This design comes from an exercise in tuning for small area on the open sky130 flow, not from production work.
The RTL was checked by simulation tests, not by an equivalence proof against the original design.
Power figures rest on the tool's default switching activity, not on a simulated workload.

## run 1
==> flow/design.v (excerpt) <==
module voices (
    input  logic        clk,
    input  logic        rst_n,
    input  logic        sample_strobe,
    input  logic [63:0] freq_in,
    input  logic [47:0] pulse_width_in,
    input  logic [31:0] wave_ctrl_in,
    input  logic [15:0] attack_in,
    input  logic [15:0] decay_in,
    input  logic [15:0] sustain_in,
    input  logic [15:0] release_in,
    output logic [15:0] left_out,
    output logic [15:0] right_out
);
clock: 20.0 ns
lec_check: 0
abc_area: 1
cap_margin: 20
core_margin: 2
core_utilization: 40
gpl_timing_driven: 0
slew_margin: 20
standard.sh (not shown) runs the stock make flow with config.mk's settings and CLKGATE_MAP_FILE= SYNTH_SCRIPT=/design/flow/synth_recipe.tcl, a recipe that flattens the netlist after the stock synthesis.
==> flow/flow/run.sh <==
#!/bin/bash
# Standard ORFS layout with three changes:
#  - after floorplanning, the logic between the registers is remapped for area
#    (OpenROAD restructure, flow/rmp.tcl),
#  - the port buffers are made of the smallest buffer cell,
#  - the clock tree is built of clkbuf_8 cells without dummy loads.
set -euo pipefail
W=$(pwd)
python3 flow/dontuse_lib.py "$FLOW_HOME/platforms/sky130hd/config.mk" \
  "$FLOW_HOME/platforms/sky130hd/lib/sky130_fd_sc_hd__tt_025C_1v80.lib" "$W/rmp.lib" > dontuse_lib.log 2>&1
export RMP_LIB="$W/rmp.lib"
export POST_FLOORPLAN_TCL="$W/flow/rmp.tcl"
export BUFFER_PORTS_ARGS="-buffer_cell sky130_fd_sc_hd__buf_1"
export CTS_ARGS="-sink_clustering_enable -repair_clock_nets -buf_list sky130_fd_sc_hd__clkbuf_8 -sink_clustering_size 18 -sink_clustering_max_diameter 60 -dont_use_dummy_load"
bash standard.sh finish > standard.log 2>&1
==> flow/flow/rmp.tcl <==
# Area recovery on the synthesized logic, after floorplanning (POST_FLOORPLAN_TCL).
# The registers are left as they are; only the logic between them is remapped,
# with a liberty file that leaves out the platform's don't-use cells.
restructure -liberty_file $::env(RMP_LIB) -target area \
  -tielo_port sky130_fd_sc_hd__conb_1/LO -tiehi_port sky130_fd_sc_hd__conb_1/HI \
  -work_dir $::env(OBJECTS_DIR) -abc_logfile $::env(LOG_DIR)/2_1_restructure_abc.log
restructure -liberty_file $::env(RMP_LIB) -target area \
  -tielo_port sky130_fd_sc_hd__conb_1/LO -tiehi_port sky130_fd_sc_hd__conb_1/HI \
  -work_dir $::env(OBJECTS_DIR) -abc_logfile $::env(LOG_DIR)/2_1_restructure2_abc.log
Other scripts of this flow, unchanged in this note and not shown: flow/flow/dontuse_lib.py
Input changes introduced in run 2 (baseline for comparison: run 1):
Settings: a deleted GPL_TIMING_DRIVEN that had been 0.
diff --git a/flow/flow/rmp.tcl b/flow/flow/rmp.tcl
--- a/flow/flow/rmp.tcl
+++ b/flow/flow/rmp.tcl
@@ -9 +9,4 @@
   -work_dir $::env(OBJECTS_DIR) -abc_logfile $::env(LOG_DIR)/2_1_restructure2_abc.log
+restructure -liberty_file $::env(RMP_LIB) -target area \
+  -tielo_port sky130_fd_sc_hd__conb_1/LO -tiehi_port sky130_fd_sc_hd__conb_1/HI \
+  -work_dir $::env(OBJECTS_DIR) -abc_logfile $::env(LOG_DIR)/2_1_restructure3_abc.log
Summary of run 2 over run 1: number of buffers and inverters on the critical path climbed 1, total net switching power saw a decrease.
Run 2 finished end to end and its layout was clean on timing, DRC and antenna.
Delta (run 2 minus run 1): share of the clock period used by the worst path -1.4 points; clock transition at the registers of the reported paths ~0 delta; power share of the clock group ~0 delta; met3 wire length +110 um; final routed wire length divided by cell count +1.3%.
Detailed route, run 2 vs run 1: via total lower for run 2
Between run 1 and run 2, the power per cell area figures differ only marginally.
On power, run 2 and run 1 are basically level.
Changes in run 3 relative to run 2:
==> flow/flow/rmp.tcl <==
# Area recovery on the synthesized logic, after floorplanning (POST_FLOORPLAN_TCL).
# The registers are left as they are; only the logic between them is remapped,
# with a liberty file that leaves out the platform's don't-use cells.
restructure -liberty_file $::env(RMP_LIB) -target area \
  -tielo_port sky130_fd_sc_hd__conb_1/LO -tiehi_port sky130_fd_sc_hd__conb_1/HI \
  -work_dir $::env(OBJECTS_DIR) -abc_logfile $::env(LOG_DIR)/2_1_restructure_abc.log
--- outcome ---
Run 2 -> run 3: number of resized instances in the post-cts repair step delta 0, exact match. Per the comparison of run 3 with run 2, final cell count barely changed, final instance area climbed 0.50%, global placer's final weighted congestion picked up an extra 9.0%, proportion of cell area occupied by registers has decreased. In terms of total number of nets in the final design, run 3 and run 2 differ only marginally. Of run 2 and run 3, the higher fmax belongs to run 2.
The following lists how run 4 was set up differently from run 3:
Settings: CORE_UTILIZATION now 55, was 40.
diff --git a/flow/flow/run.sh b/flow/flow/run.sh
--- a/flow/flow/run.sh
+++ b/flow/flow/run.sh
@@ -13,3 +13,3 @@
 export BUFFER_PORTS_ARGS="-buffer_cell sky130_fd_sc_hd__buf_1"
-export CTS_ARGS="-sink_clustering_enable -repair_clock_nets -buf_list sky130_fd_sc_hd__clkbuf_8 -sink_clustering_size 18 -sink_clustering_max_diameter 60 -dont_use_dummy_load"
+export CTS_ARGS="-sink_clustering_enable -repair_clock_nets -buf_list sky130_fd_sc_hd__clkbuf_8 -sink_clustering_size 22 -sink_clustering_max_diameter 50 -dont_use_dummy_load"
 bash standard.sh finish > standard.log 2>&1
diff --git a/flow/flow/rmp.tcl b/flow/flow/rmp.tcl
--- a/flow/flow/rmp.tcl
+++ b/flow/flow/rmp.tcl
@@ -6 +6,4 @@
   -work_dir $::env(OBJECTS_DIR) -abc_logfile $::env(LOG_DIR)/2_1_restructure_abc.log
+restructure -liberty_file $::env(RMP_LIB) -target area \
+  -tielo_port sky130_fd_sc_hd__conb_1/LO -tiehi_port sky130_fd_sc_hd__conb_1/HI \
+  -work_dir $::env(OBJECTS_DIR) -abc_logfile $::env(LOG_DIR)/2_1_restructure2_abc.log
## What came out
Run 4 vs. run 3: register clock-pin slew on the reported worst setup and hold paths went up by 20 ps. Run 4 gives more headroom to the max-slew limit than run 3 did. In run 4 the power drawn by the clock network turned out about 1% lower than in run 3. Of run 3 and run 4, the lower final cell count without fillers belongs to run 4.
Inputs modified between run 4 and run 5:
Settings: CTS_CLUSTER_DIAMETER: unset -> 60; CTS_BUF_LIST: unset -> sky130_fd_sc_hd__clkbuf_8; CORE_UTILIZATION: 55 -> 40; ABC_AREA: 1 -> unset; CTS_CLUSTER_SIZE: unset -> 18.
diff --git a/flow/flow/run.sh b/flow/flow/run.sh
--- a/flow/flow/run.sh
+++ b/flow/flow/run.sh
@@ -13,3 +13,3 @@
 export BUFFER_PORTS_ARGS="-buffer_cell sky130_fd_sc_hd__buf_1"
-export CTS_ARGS="-sink_clustering_enable -repair_clock_nets -buf_list sky130_fd_sc_hd__clkbuf_8 -sink_clustering_size 22 -sink_clustering_max_diameter 50 -dont_use_dummy_load"
+export CTS_ARGS="-sink_clustering_enable -repair_clock_nets -buf_list sky130_fd_sc_hd__clkbuf_8 -sink_clustering_size 18 -sink_clustering_max_diameter 60 -dont_use_dummy_load"
 bash standard.sh finish > standard.log 2>&1
diff --git a/flow/flow/rmp.tcl b/flow/flow/rmp.tcl
--- a/flow/flow/rmp.tcl
+++ b/flow/flow/rmp.tcl
@@ -6,4 +6 @@
   -work_dir $::env(OBJECTS_DIR) -abc_logfile $::env(LOG_DIR)/2_1_restructure_abc.log
-restructure -liberty_file $::env(RMP_LIB) -target area \
-  -tielo_port sky130_fd_sc_hd__conb_1/LO -tiehi_port sky130_fd_sc_hd__conb_1/HI \
-  -work_dir $::env(OBJECTS_DIR) -abc_logfile $::env(LOG_DIR)/2_1_restructure2_abc.log
Findings:
- Compare run 4 and run 5 | summed area of non-filler cells in the final layout higher: run 5
- Comparing global-route usage for run 4 and run 5, the smaller number came from run 5.
- Number of inserted diodes: run 5 vs run 4 identical
- Core utilization was lower in the run labelled run 5.
- Worst setup slack in run 5 vs run 4: down 390 ps
- Relative to run 4, run 5 improves clock network power consumption.
- Looking at total power, run 5 sits about 5% higher than run 4 does.
- On run 5: number of global-route vias before repair is about 4.4% higher than what run 4 gave.
- Site row count for run 5: 17% up relative to run 4
- Run 5 against run 4: netlist area before placement went down by 130 um^2, wire length reported by the detailed router saw an increase.
## Diff of input files: run 6 against run 5
Settings: CTS_CLUSTER_DIAMETER: 60 -> unset; CTS_BUF_LIST: sky130_fd_sc_hd__clkbuf_8 -> unset; CTS_CLUSTER_SIZE: 18 -> unset; GPL_TIMING_DRIVEN: unset -> 0; CAP_MARGIN: 20 -> 10; SLEW_MARGIN: 20 -> 10.
Results
STATUS register-to-register slack: run 6 loses against run 5
Of the two candidates, run 5 has the better maximum ir drop on the vdd rail and run 6 the worse one.
Worst stage delay on the critical path | run 6 above run 5
Synthesized cell count: run 5 vs run 6 identical


## v58
voices, a different RTL version from the one above (not shown whole).
Size in the first run: about 860 cells after synthesis, ~320 flip-flops.
## voices
module voices (
    input  logic        clk,
    input  logic        rst_n,
    input  logic        sample_strobe,
    input  logic [63:0] freq_in,
    input  logic [47:0] pulse_width_in,
    input  logic [31:0] wave_ctrl_in,
    input  logic [15:0] attack_in,
    input  logic [15:0] decay_in,
    input  logic [15:0] sustain_in,
    input  logic [15:0] release_in,
    output logic [15:0] left_out,
    output logic [15:0] right_out
);
==> flow/config.mk <==
export PLATFORM = sky130hd
export DESIGN_NAME = voices
export DESIGN_NICKNAME = voices
export VERILOG_FILES = /design/flow/design.v
export SDC_FILE = /design/flow/constraint.sdc
export NUM_CORES = 4
export LEC_CHECK = 0
export CAP_MARGIN = 20
export CORE_MARGIN = 2
export CORE_UTILIZATION = 40
export CTS_BUF_LIST = sky130_fd_sc_hd__clkbuf_8
export CTS_CLUSTER_DIAMETER = 60
export CTS_CLUSTER_SIZE = 18
export SLEW_MARGIN = 20
==> flow/constraint.sdc <==
create_clock -name core_clock -period 20.0 [get_ports {clk}]
set_input_delay 4.0000 -clock core_clock [delete_from_list [all_inputs] [get_ports {clk}]]
set_output_delay 4.0000 -clock core_clock [all_outputs]
set_load 0.01 [all_outputs]
run.sh (not shown) runs the stock make flow with config.mk's settings and CLKGATE_MAP_FILE= SYNTH_SCRIPT=/design/flow/synth_recipe.tcl, a recipe that flattens the netlist after the stock synthesis.
Stock flow here: none of the scripts above is used.
Changes in v35 relative to v58:
==> flow/flow/run.sh (new file) <==
#!/bin/bash
# Standard ORFS layout, with the port buffers made of the smallest buffer cell.
set -euo pipefail
export BUFFER_PORTS_ARGS="-buffer_cell sky130_fd_sc_hd__buf_1"
bash standard.sh finish > standard.log 2>&1
==> flow/standard.sh (new file) <==
#!/bin/bash
# synth_recipe.tcl (not shown) runs the flow's synth.tcl, then flattens the netlist and writes it again
# the make line also repeats each setting of config.mk as NAME=value (left out here)
make -C /OpenROAD-flow-scripts/flow DESIGN_CONFIG=/design/flow/config.mk WORK_HOME=/design/flow/orfs CLKGATE_MAP_FILE= SYNTH_SCRIPT=/design/flow/synth_recipe.tcl "${@:-finish}"
diff --git a/flow/config.mk b/flow/config.mk
--- a/flow/config.mk
+++ b/flow/config.mk
@@ -11,3 +11,3 @@
-export CTS_BUF_LIST = sky130_fd_sc_hd__clkbuf_8
-export CTS_CLUSTER_DIAMETER = 60
-export CTS_CLUSTER_SIZE = 18
+export CTS_BUF_LIST = sky130_fd_sc_hd__clkbuf_16
+export CTS_CLUSTER_DIAMETER = 100
+export CTS_CLUSTER_SIZE = 30
removed: flow/run.sh
--- outcome ---
Re number of hold-slack violations in the final timing report: no difference whatsoever between v35 and v58.
Sequential share of layout area was higher in the run labelled v35.
Taking v35 over v58, the met3 wire length ratio works out to 1.18.
Summary: global-route wire length before repair, v35 better than v58
Setup changes, v35 to v52
diff --git a/flow/config.mk b/flow/config.mk
--- a/flow/config.mk
+++ b/flow/config.mk
@@ -11,3 +11,3 @@
-export CTS_BUF_LIST = sky130_fd_sc_hd__clkbuf_16
-export CTS_CLUSTER_DIAMETER = 100
-export CTS_CLUSTER_SIZE = 30
+export CTS_BUF_LIST = sky130_fd_sc_hd__clkbuf_8
+export CTS_CLUSTER_DIAMETER = 60
+export CTS_CLUSTER_SIZE = 18
[summary]
- The combinational power share of v35 and that of v52 are within noise of each other.
- As far as average instance area after synthesis goes, v52 and v35 are indistinguishable; the numbers are identical.
- Looking at v52 and v35, the global-route wire length before repair is a wash.
- Final clock skew up 0.027 ns in v52 wrt v35
- Number of clock buffer instances in the layout was lower in the run labelled v35.
- Lower total power of the final layout was reported by v52, not v35.
- v35 → v52: count of fill cells added during filler insertion up 11, post-detailed-routing wire length neither gained nor lost much, via count shows an increase of 43.
- For design area, v52 and v35 come out practically identical.

## port drivers added, routing unchanged
Ports are ideal in the flow. The routed layouts listed here were re-timed in OpenROAD. Step 1: set_driving_cell puts a clkbuf_16 on clk and a buf_2 on each other input, an assumption about the parent block. Step 2 times the ports against the registers' clock, not the clock port: input delays grow and output delays shrink by t, the midpoint of the rising clock arrivals with the driver on. Slacks: no drivers / after step 1 / after step 2; pairs: no drivers / after step 1.
run | t, ns | slack for setup (ns) | slew at the worst register clock pin (ns)
run 1 | 0.559 | 11.550 / 11.568 / 11.009 | 0.11 / 0.11
run 2 | 0.530 | 11.829 / 11.840 / 11.309 | 0.11 / 0.11
run 3 | 0.544 | 11.152 / 11.162 / 10.618 | 0.10 / 0.10
run 4 | 0.544 | 11.621 / 11.637 / 11.093 | 0.12 / 0.12
run 5 | 0.543 | 11.230 / 11.249 / 10.706 | 0.11 / 0.11
run 6 | 0.543 | 11.037 / 11.053 / 10.510 | 0.10 / 0.10
v58 | 0.582 | 10.857 / 10.864 / 10.282 | 0.11 / 0.11
v35 | 0.528 | 11.081 / 11.108 / 10.580 | 0.11 / 0.11
v52 | 0.585 | 11.137 / 11.158 / 10.574 | 0.11 / 0.11
After both steps setup and hold are still met in every run listed. The setup slack of v58, which loses most, moves by +0.007 ns with the drivers and by -0.575 ns with both steps.
